This is an optimization exercise on Yosys and OpenROAD, whose aim is small area, not a production implementation.
At most, simulation tests tie the RTL to the original design; equivalence was not proved.
No activity file was given, so power comes from the tool's default toggle rates.

## main
module main(clk, buttons, init_cells, leds, rgb, cols, rows);
input wire clk;
input wire [1:0] buttons;
input wire [63:0] init_cells;
output logic [1:0] leds;
output logic [2:0] rgb;
output logic [7:0] cols;
output logic [7:0] rows;
logic [63:0] cells;
logic [7:0] game_lo;       
logic game_hi;             
logic [2:0] display_counter;
logic [2:0] x;
logic [2:0] todo;          
logic [7:0] first_old;     
logic [7:0] prev_old;      
logic rst, load, step, adv;
always_comb begin
  rst = buttons[0];
  load = buttons[0] | buttons[1];
  step = game_hi;
  adv = display_counter[2];
end
always_comb begin
  leds[0] = buttons[0] ^ buttons[1];
  leds[1] = buttons[0] & buttons[1];
  rgb[0] = ~( buttons[0] & ~buttons[1]);
  rgb[1] = ~(~buttons[0] &  buttons[1]);
  rgb[2] = ~( buttons[0] &  buttons[1]);
end
logic [2:0] t;
logic [7:0] dt;
logic [7:0] w0, w1, w2;
integer j;
always_comb begin
  t = x + {2'd0, adv};
  dt = 8'd1 << t;
  w0 = 8'd0; w1 = 8'd0; w2 = 8'd0;
  for (j = 0; j < 8; j = j + 1) begin
    w0 = w0 | ({8{dt[(j+1)%8]}} & cells[8*j +: 8]);
    w1 = w1 | ({8{dt[j]}} & cells[8*j +: 8]);
    w2 = w2 | ({8{dt[(j+7)%8]}} & cells[8*j +: 8]);
  end
  rows = ~(adv ? w0 : w1);
  cols = 8'd1 << x;
end
logic [7:0] above, below, center, next_row;
logic [7:0] u0, u1;      
logic [9:0] v0, v1;      
logic l0, lc, hs, hc;
integer k;
always_comb begin
  center = w1;
  if (dt[0]) above = 8'd0;
  else if (step) above = w0;
  else above = prev_old;
  if (dt[7]) below = 8'd0;
  else if (!step && (todo == 3'd1)) below = first_old;
  else below = w2;
  v0[0] = 1'b0; v1[0] = 1'b0; v0[9] = 1'b0; v1[9] = 1'b0;
  for (k = 0; k < 8; k = k + 1) begin
    {u1[k], u0[k]} = {1'b0, above[k]} + {1'b0, below[k]};
    {v1[k+1], v0[k+1]} = {1'b0, above[k]} + {1'b0, center[k]} + {1'b0, below[k]};
  end
  for (k = 0; k < 8; k = k + 1) begin
    {lc, l0} = {1'b0, v0[k]} + {1'b0, v0[k+2]} + {1'b0, u0[k]};
    {hc, hs} = {1'b0, v1[k]} + {1'b0, v1[k+2]} + {1'b0, u1[k]};
    next_row[k] = ~hc & (hs ^ lc) & (l0 | center[k]);
  end
end
logic [7:0] game_lo_next;
logic game_lo_last;
always_comb begin
  game_lo_next = {game_lo[6:0], game_lo[7] ^ game_lo[5] ^ game_lo[4] ^ game_lo[3] ^ (game_lo[6:0] == 7'd0)};
  game_lo_last = (game_lo == 8'h80);
end
logic upd;
logic [7:0] we, hold;
always_comb begin
  upd = ~load & (step | (adv & (todo != 3'd0)));
  we = dt & {8{upd}};
  hold = ~we & {8{~load}};
  ...
==> flow/config.mk <==
export PLATFORM = sky130hd
export DESIGN_NAME = main
export DESIGN_NICKNAME = main
export VERILOG_FILES = /design/flow/design.v
export SDC_FILE = /design/flow/constraint.sdc
export NUM_CORES = 4
export LEC_CHECK = 0
export CAP_MARGIN = 5
export CORE_MARGIN = 2
export CORE_UTILIZATION = 40
export CTS_BUF_LIST = sky130_fd_sc_hd__clkbuf_8
export GPL_TIMING_DRIVEN = 0
export PLACE_DENSITY = 0.6
export SLEW_MARGIN = 5
==> flow/constraint.sdc <==
create_clock -name core_clock -period 7.0 [get_ports {clk}]
set_input_delay 1.4000 -clock core_clock [delete_from_list [all_inputs] [get_ports {clk}]]
set_output_delay 1.4000 -clock core_clock [all_outputs]
set_load 0.01 [all_outputs]
standard.sh (not shown) runs the stock make flow with config.mk's settings and CLKGATE_MAP_FILE= SYNTH_SCRIPT=/design/flow/synth_recipe.tcl, a recipe that flattens the netlist after the stock synthesis.
==> flow/flow/run.sh <==
#!/bin/bash
# Layout flow: the standard flow (standard.sh), with two changes:
#  - synthesis maps the logic with the area-oriented ABC script in
#    flow/abc_area.script instead of ORFS's speed script (the registers are
#    mapped before ABC runs, so they are the standard synthesis's);
#  - the port buffers are sky130_fd_sc_hd__buf_1 cells.
# Each step's full output goes to a log file in the work folder.
set -euo pipefail
W=$PWD
cat > "$W/area_synth.tcl" <<EOF
proc abc {args} {
  set i [lsearch -exact \$args -script]
  if {\$i >= 0} { set args [lreplace \$args \$i [expr {\$i + 1}] -script $W/flow/abc_area.script] }
  yosys abc {*}\$args
}
source $W/synth_recipe.tcl
EOF
sed "s#SYNTH_SCRIPT=[^ ]*#SYNTH_SCRIPT=$W/area_synth.tcl#" standard.sh > area_standard.sh
grep -q "SYNTH_SCRIPT=$W/area_synth.tcl" area_standard.sh
export BUFFER_PORTS_ARGS="-buffer_cell sky130_fd_sc_hd__buf_1"
bash area_standard.sh synth > "$W/synth.log" 2>&1
bash area_standard.sh > "$W/layout.log" 2>&1
test -f out/final.def
==> flow/flow/abc_area.script <==
strash
dch
map -a
strash
dch
map -a
topo
stime -c
The starting point finished clean.
==> next run, changes <==
--- a/flow/config.mk
+++ b/flow/config.mk
@@ -6,9 +6,8 @@
 export NUM_CORES = 4
 export LEC_CHECK = 0
-export CAP_MARGIN = 5
+export CAP_MARGIN = 20
 export CORE_MARGIN = 2
 export CORE_UTILIZATION = 40
 export CTS_BUF_LIST = sky130_fd_sc_hd__clkbuf_8
-export GPL_TIMING_DRIVEN = 0
 export PLACE_DENSITY = 0.6
-export SLEW_MARGIN = 5
+export SLEW_MARGIN = 20
Die area stays the same; via count went up by about 1.7%; worst setup slack improves by 0.75 ns; maximum frequency grows by about 13%; critical path depth drops by 10; clock skew stays flat; combinational power rose by 6.1%; worst hold slack hardly moves; sequential share of layout area drops by 0.72 points.
==> next run, changes <==
--- a/flow/flow/run.sh
+++ b/flow/flow/run.sh
@@ -4,4 +4,5 @@
 #    flow/abc_area.script instead of ORFS's speed script (the registers are
 #    mapped before ABC runs, so they are the standard synthesis's);
+#  - synthesis leaves the adders to ABC (no full/half-adder cell extraction);
 #  - the port buffers are sky130_fd_sc_hd__buf_1 cells.
 # Each step's full output goes to a log file in the work folder.
@@ -18,4 +19,5 @@
 sed "s#SYNTH_SCRIPT=[^ ]*#SYNTH_SCRIPT=$W/area_synth.tcl#" standard.sh > area_standard.sh
 grep -q "SYNTH_SCRIPT=$W/area_synth.tcl" area_standard.sh
+export ADDER_MAP_FILE=
 export BUFFER_PORTS_ARGS="-buffer_cell sky130_fd_sc_hd__buf_1"
 bash area_standard.sh synth > "$W/synth.log" 2>&1
==> flow/flow/abc_area.script (replaced) <==
strash
dc2
dc2
dch -f
map -a
strash
dch -f
map -a
topo
--- a/flow/config.mk
+++ b/flow/config.mk
@@ -6,8 +6,9 @@
 export NUM_CORES = 4
 export LEC_CHECK = 0
-export CAP_MARGIN = 20
+export CAP_MARGIN = 5
 export CORE_MARGIN = 2
 export CORE_UTILIZATION = 40
 export CTS_BUF_LIST = sky130_fd_sc_hd__clkbuf_8
+export GPL_TIMING_DRIVEN = 0
 export PLACE_DENSITY = 0.6
-export SLEW_MARGIN = 20
+export SLEW_MARGIN = 5
=> The changed run went through all stages and came out clean. Die area goes down by 2.9%. Clock power goes down by 6.1%. Cell area goes down by 3.2%. Register-to-register slack degrades by 0.63 ns. Power goes down by 7.6%. Worst hold slack barely changes. Worst setup slack degrades by 0.61 ns.
==> next run, changes <==
--- a/flow/config.mk
+++ b/flow/config.mk
@@ -10,4 +10,6 @@
 export CORE_UTILIZATION = 40
 export CTS_BUF_LIST = sky130_fd_sc_hd__clkbuf_8
+export CTS_CLUSTER_DIAMETER = 300
+export CTS_CLUSTER_SIZE = 30
 export GPL_TIMING_DRIVEN = 0
 export PLACE_DENSITY = 0.6
After rerunning: Routed wire length stays the same; combinational power barely changes; via count is unchanged; die area stays the same.

Setup of rev 12:
Another version of the RTL of main (not shown whole).
Size in the first run: about 98 flip-flops, roughly 88 I/O pins, about 5800 sq um of cells after synthesis.
Settings: LEC_CHECK=0, CAP_MARGIN=20, CORE_MARGIN=2, CORE_UTILIZATION=60, CTS_BUF_LIST=sky130_fd_sc_hd__clkbuf_4 sky130_fd_sc_hd__clkbuf_8, CTS_CLUSTER_DIAMETER=40, CTS_CLUSTER_SIZE=10, PLACE_DENSITY=0.7, SLEW_MARGIN=20; clock period 7.0 ns.
==> flow/flow/run.sh <==
#!/bin/bash
# Layout flow: the standard flow (standard.sh), with two changes:
#  - synthesis maps the logic with the area-oriented ABC script in
#    flow/abc_area.script instead of ORFS's speed script (the registers are
#    mapped before ABC runs, so they are the standard synthesis's);
#  - the port buffers are sky130_fd_sc_hd__buf_1 cells.
# Each step's full output goes to a log file in the work folder.
set -euo pipefail
W=$PWD
cat > "$W/area_synth.tcl" <<EOF
proc abc {args} {
  set i [lsearch -exact \$args -script]
  if {\$i >= 0} { set args [lreplace \$args \$i [expr {\$i + 1}] -script $W/flow/abc_area.script] }
  yosys abc {*}\$args
}
source $W/synth_recipe.tcl
EOF
sed "s#SYNTH_SCRIPT=[^ ]*#SYNTH_SCRIPT=$W/area_synth.tcl#" standard.sh > area_standard.sh
grep -q "SYNTH_SCRIPT=$W/area_synth.tcl" area_standard.sh
export BUFFER_PORTS_ARGS="-buffer_cell sky130_fd_sc_hd__buf_1"
bash area_standard.sh synth > "$W/synth.log" 2>&1
bash area_standard.sh > "$W/layout.log" 2>&1
test -f out/final.def
==> flow/flow/abc_area.script <==
strash
dch
map -a
strash
dch
map -a
topo
stime -c
Rev 12 finished all stages; the layout is clean.
> inputs changed (rev 12 -> rev 13)
# rev 12
export LEC_CHECK = 0
export CAP_MARGIN = 20
export CORE_MARGIN = 2
export CORE_UTILIZATION = 60
export CTS_BUF_LIST = sky130_fd_sc_hd__clkbuf_4 sky130_fd_sc_hd__clkbuf_8
export CTS_CLUSTER_DIAMETER = 40
export CTS_CLUSTER_SIZE = 10
export PLACE_DENSITY = 0.7
export SLEW_MARGIN = 20
create_clock -name core_clock -period 7.0 [get_ports {clk}]
# rev 13
export LEC_CHECK = 0
export CAP_MARGIN = 20
export CORE_MARGIN = 2
export CORE_UTILIZATION = 40
export CTS_BUF_LIST = sky130_fd_sc_hd__clkbuf_8
export PLACE_DENSITY = 0.6
export SLEW_MARGIN = 20
create_clock -name core_clock -period 7.0 [get_ports {clk}]
--- outcome ---
Looking at the reports, rev 13 completed the entire flow and the layout it produced met the timing, DRC and antenna checks. Share of total power in combinational logic (lower): rev 12. In the metrics for rev 13 and rev 12, the one carrying the lower design area is rev 12. Rev 13: count of nets after finishing higher than rev 12. Side by side, clock network power turned out higher in rev 13 than in rev 12. Die area ended up 5000 sq um higher on rev 13 than on rev 12. Total power: rev 13 > rev 12. Comparing rev 13 with rev 12, the via count of the first global-routing pass came out essentially unchanged. Going from rev 12 to rev 13, clock network power share grows by 0.6 points. Looking at buffer share of cell area, rev 13 sits above rev 12. Between rev 12 and rev 13, the total power per unit cell area figures differ only marginally. Time the worst path needs with I/O delays and setup: rev 13 vs rev 12 down 240 ps.
No functional check of the RTL was part of any run of this note.

## violet
Another version of the RTL of main (not shown whole).
For scale: roughly 750 cells after synthesis.
// main
module main(clk, buttons, init_cells, leds, rgb, cols, rows);
input wire clk;
input wire [1:0] buttons;
input wire [63:0] init_cells;
output logic [1:0] leds;
output logic [2:0] rgb;
output logic [7:0] cols;
output logic [7:0] rows;
logic [63:0] cells;
logic [7:0] game_lo;       
logic game_hi;             
logic [2:0] display_counter;
logic [2:0] x;
logic [2:0] todo;          
logic [7:0] first_old;     
logic [7:0] prev_old;      
logic rst, load, step, adv;
always_comb begin
  rst = buttons[0];
  load = buttons[0] | buttons[1];
  step = game_hi;
  adv = display_counter[2];
end
always_comb begin
  leds[0] = buttons[0] ^ buttons[1];
  leds[1] = buttons[0] & buttons[1];
  rgb[0] = ~( buttons[0] & ~buttons[1]);
  rgb[1] = ~(~buttons[0] &  buttons[1]);
  rgb[2] = ~( buttons[0] &  buttons[1]);
end
logic [2:0] t;
logic [7:0] dt;
logic [7:0] w0, w1, w2;
integer j;
always_comb begin
  t = x + {2'd0, adv};
  dt = 8'd1 << t;
  w0 = 8'd0; w1 = 8'd0; w2 = 8'd0;
  for (j = 0; j < 8; j = j + 1) begin
    w0 = w0 | ({8{dt[(j+1)%8]}} & cells[8*j +: 8]);
    w1 = w1 | ({8{dt[j]}} & cells[8*j +: 8]);
    w2 = w2 | ({8{dt[(j+7)%8]}} & cells[8*j +: 8]);
  end
  rows = ~(adv ? w0 : w1);
  cols = 8'd1 << x;
end
logic [7:0] above, below, center, next_row;
logic [7:0] u0, u1;      
logic [9:0] v0, v1;      
logic l0, lc, hs, hc;
logic [3:0] tot, nb;
integer k;
always_comb begin
  center = w1;
  if (dt[0]) above = 8'd0;
  else if (step) above = w0;
  else above = prev_old;
  if (dt[7]) below = 8'd0;
  else if (!step && (todo == 3'd1)) below = first_old;
  else below = w2;
  v0[0] = 1'b0; v1[0] = 1'b0; v0[9] = 1'b0; v1[9] = 1'b0;
  for (k = 0; k < 8; k = k + 1) begin
    u0[k] = above[k] ^ below[k];
    u1[k] = above[k] & below[k];
    v0[k+1] = u0[k] ^ center[k];
    v1[k+1] = u1[k] | (u0[k] & center[k]);
  end
  ...
export LEC_CHECK = 0
export CAP_MARGIN = 5
export CORE_MARGIN = 2
export CORE_UTILIZATION = 40
export CTS_BUF_LIST = sky130_fd_sc_hd__clkbuf_8
export GPL_TIMING_DRIVEN = 0
export PLACE_DENSITY = 0.6
export SLEW_MARGIN = 5
create_clock -name core_clock -period 7.0 [get_ports {clk}]
==> flow/flow/run.sh <==
#!/bin/bash
# Layout flow: the standard flow (standard.sh), with two changes:
#  - synthesis maps the logic with the area-oriented ABC script in
#    flow/abc_area.script instead of ORFS's speed script (the registers are
#    mapped before ABC runs, so they are the standard synthesis's);
#  - synthesis leaves the adders to ABC (no full/half-adder cell extraction);
#  - the port buffers are sky130_fd_sc_hd__buf_1 cells.
# Each step's full output goes to a log file in the work folder.
set -euo pipefail
W=$PWD
cat > "$W/area_synth.tcl" <<EOF
proc abc {args} {
  set i [lsearch -exact \$args -script]
  if {\$i >= 0} { set args [lreplace \$args \$i [expr {\$i + 1}] -script $W/flow/abc_area.script] }
  yosys abc {*}\$args
}
source $W/synth_recipe.tcl
EOF
sed "s#SYNTH_SCRIPT=[^ ]*#SYNTH_SCRIPT=$W/area_synth.tcl#" standard.sh > area_standard.sh
grep -q "SYNTH_SCRIPT=$W/area_synth.tcl" area_standard.sh
export ADDER_MAP_FILE=
export CTS_ARGS="-sink_clustering_enable -repair_clock_nets -dont_use_dummy_load -buf_list sky130_fd_sc_hd__clkbuf_8"
export BUFFER_PORTS_ARGS="-buffer_cell sky130_fd_sc_hd__buf_1"
bash area_standard.sh synth > "$W/synth.log" 2>&1
bash area_standard.sh > "$W/layout.log" 2>&1
test -f out/final.def
==> flow/flow/abc_area.script <==
strash
dc2
dc2
dch -f
map -a
strash
dch -f
map -a
topo
The flow did not stop early for violet: all stages ran, and the layout cleared the timing, DRC and antenna checks.
Changes in juniper relative to violet:
diff --git a/flow/flow/run.sh b/flow/flow/run.sh
--- a/flow/flow/run.sh
+++ b/flow/flow/run.sh
@@ -1,3 +1,3 @@
 #!/bin/bash
-# Layout flow: the standard flow (standard.sh), with two changes:
+# Layout flow: the standard flow (standard.sh), with these changes:
 #  - synthesis maps the logic with the area-oriented ABC script in
@@ -6,3 +6,4 @@
 #  - synthesis leaves the adders to ABC (no full/half-adder cell extraction);
-#  - the port buffers are sky130_fd_sc_hd__buf_1 cells.
+#  - the port buffers are sky130_fd_sc_hd__buf_1 cells;
+#  - clock tree synthesis adds no dummy loads.
 # Each step's full output goes to a log file in the work folder.
Results
juniper -> violet: post-route cell area flat. Comparing juniper with violet, the global-route wire length before repair came out essentially unchanged. Taking violet as the reference, in juniper power density over the cells now sits at about the same level, core area ~0 delta. Reported for juniper and violet, count of distinct cell types in the synthesized netlist turned out identical to the last digit.

[separate check: timing with driven ports]
The results above use ideal ports. As a check the final layouts listed here were re-extracted and re-timed, cells and wires unchanged.
Step 1, drivers: a clkbuf_16 drives clk and a buf_2 each remaining input, both assumed.
Step 2, shift: input delay + t, output delay - t, t = (earliest + latest rising clock arrival at the registers) / 2. This alone moves slack from input paths to output paths.
Slacks: ideal / step 1 / step 2; pairs: ideal / step 1.
run | t, ns | slack for setup (ns) | worst slew at a driven data input, ns
the first run of note 1 | 0.430 | 0.604 / 0.604 / 0.604 | 0.04
the second run of note 1 | 0.433 | 1.358 / 1.321 / 1.384 | 0.03
the third run of note 1 | 0.418 | 0.751 / 0.751 / 0.751 | 0.04
the fourth run of note 1 | 0.418 | 0.751 / 0.751 / 0.751 | 0.04
rev 12 | 0.420 | 0.958 / 0.922 / 0.962 | 0.04
rev 13 | 0.421 | 1.197 / 1.162 / 1.383 | 0.05
violet | 0.403 | 0.662 / 0.662 / 0.662 | 0.04
juniper | 0.403 | 0.662 / 0.662 / 0.662 | 0.04
After both steps setup and hold are still met in every run listed.
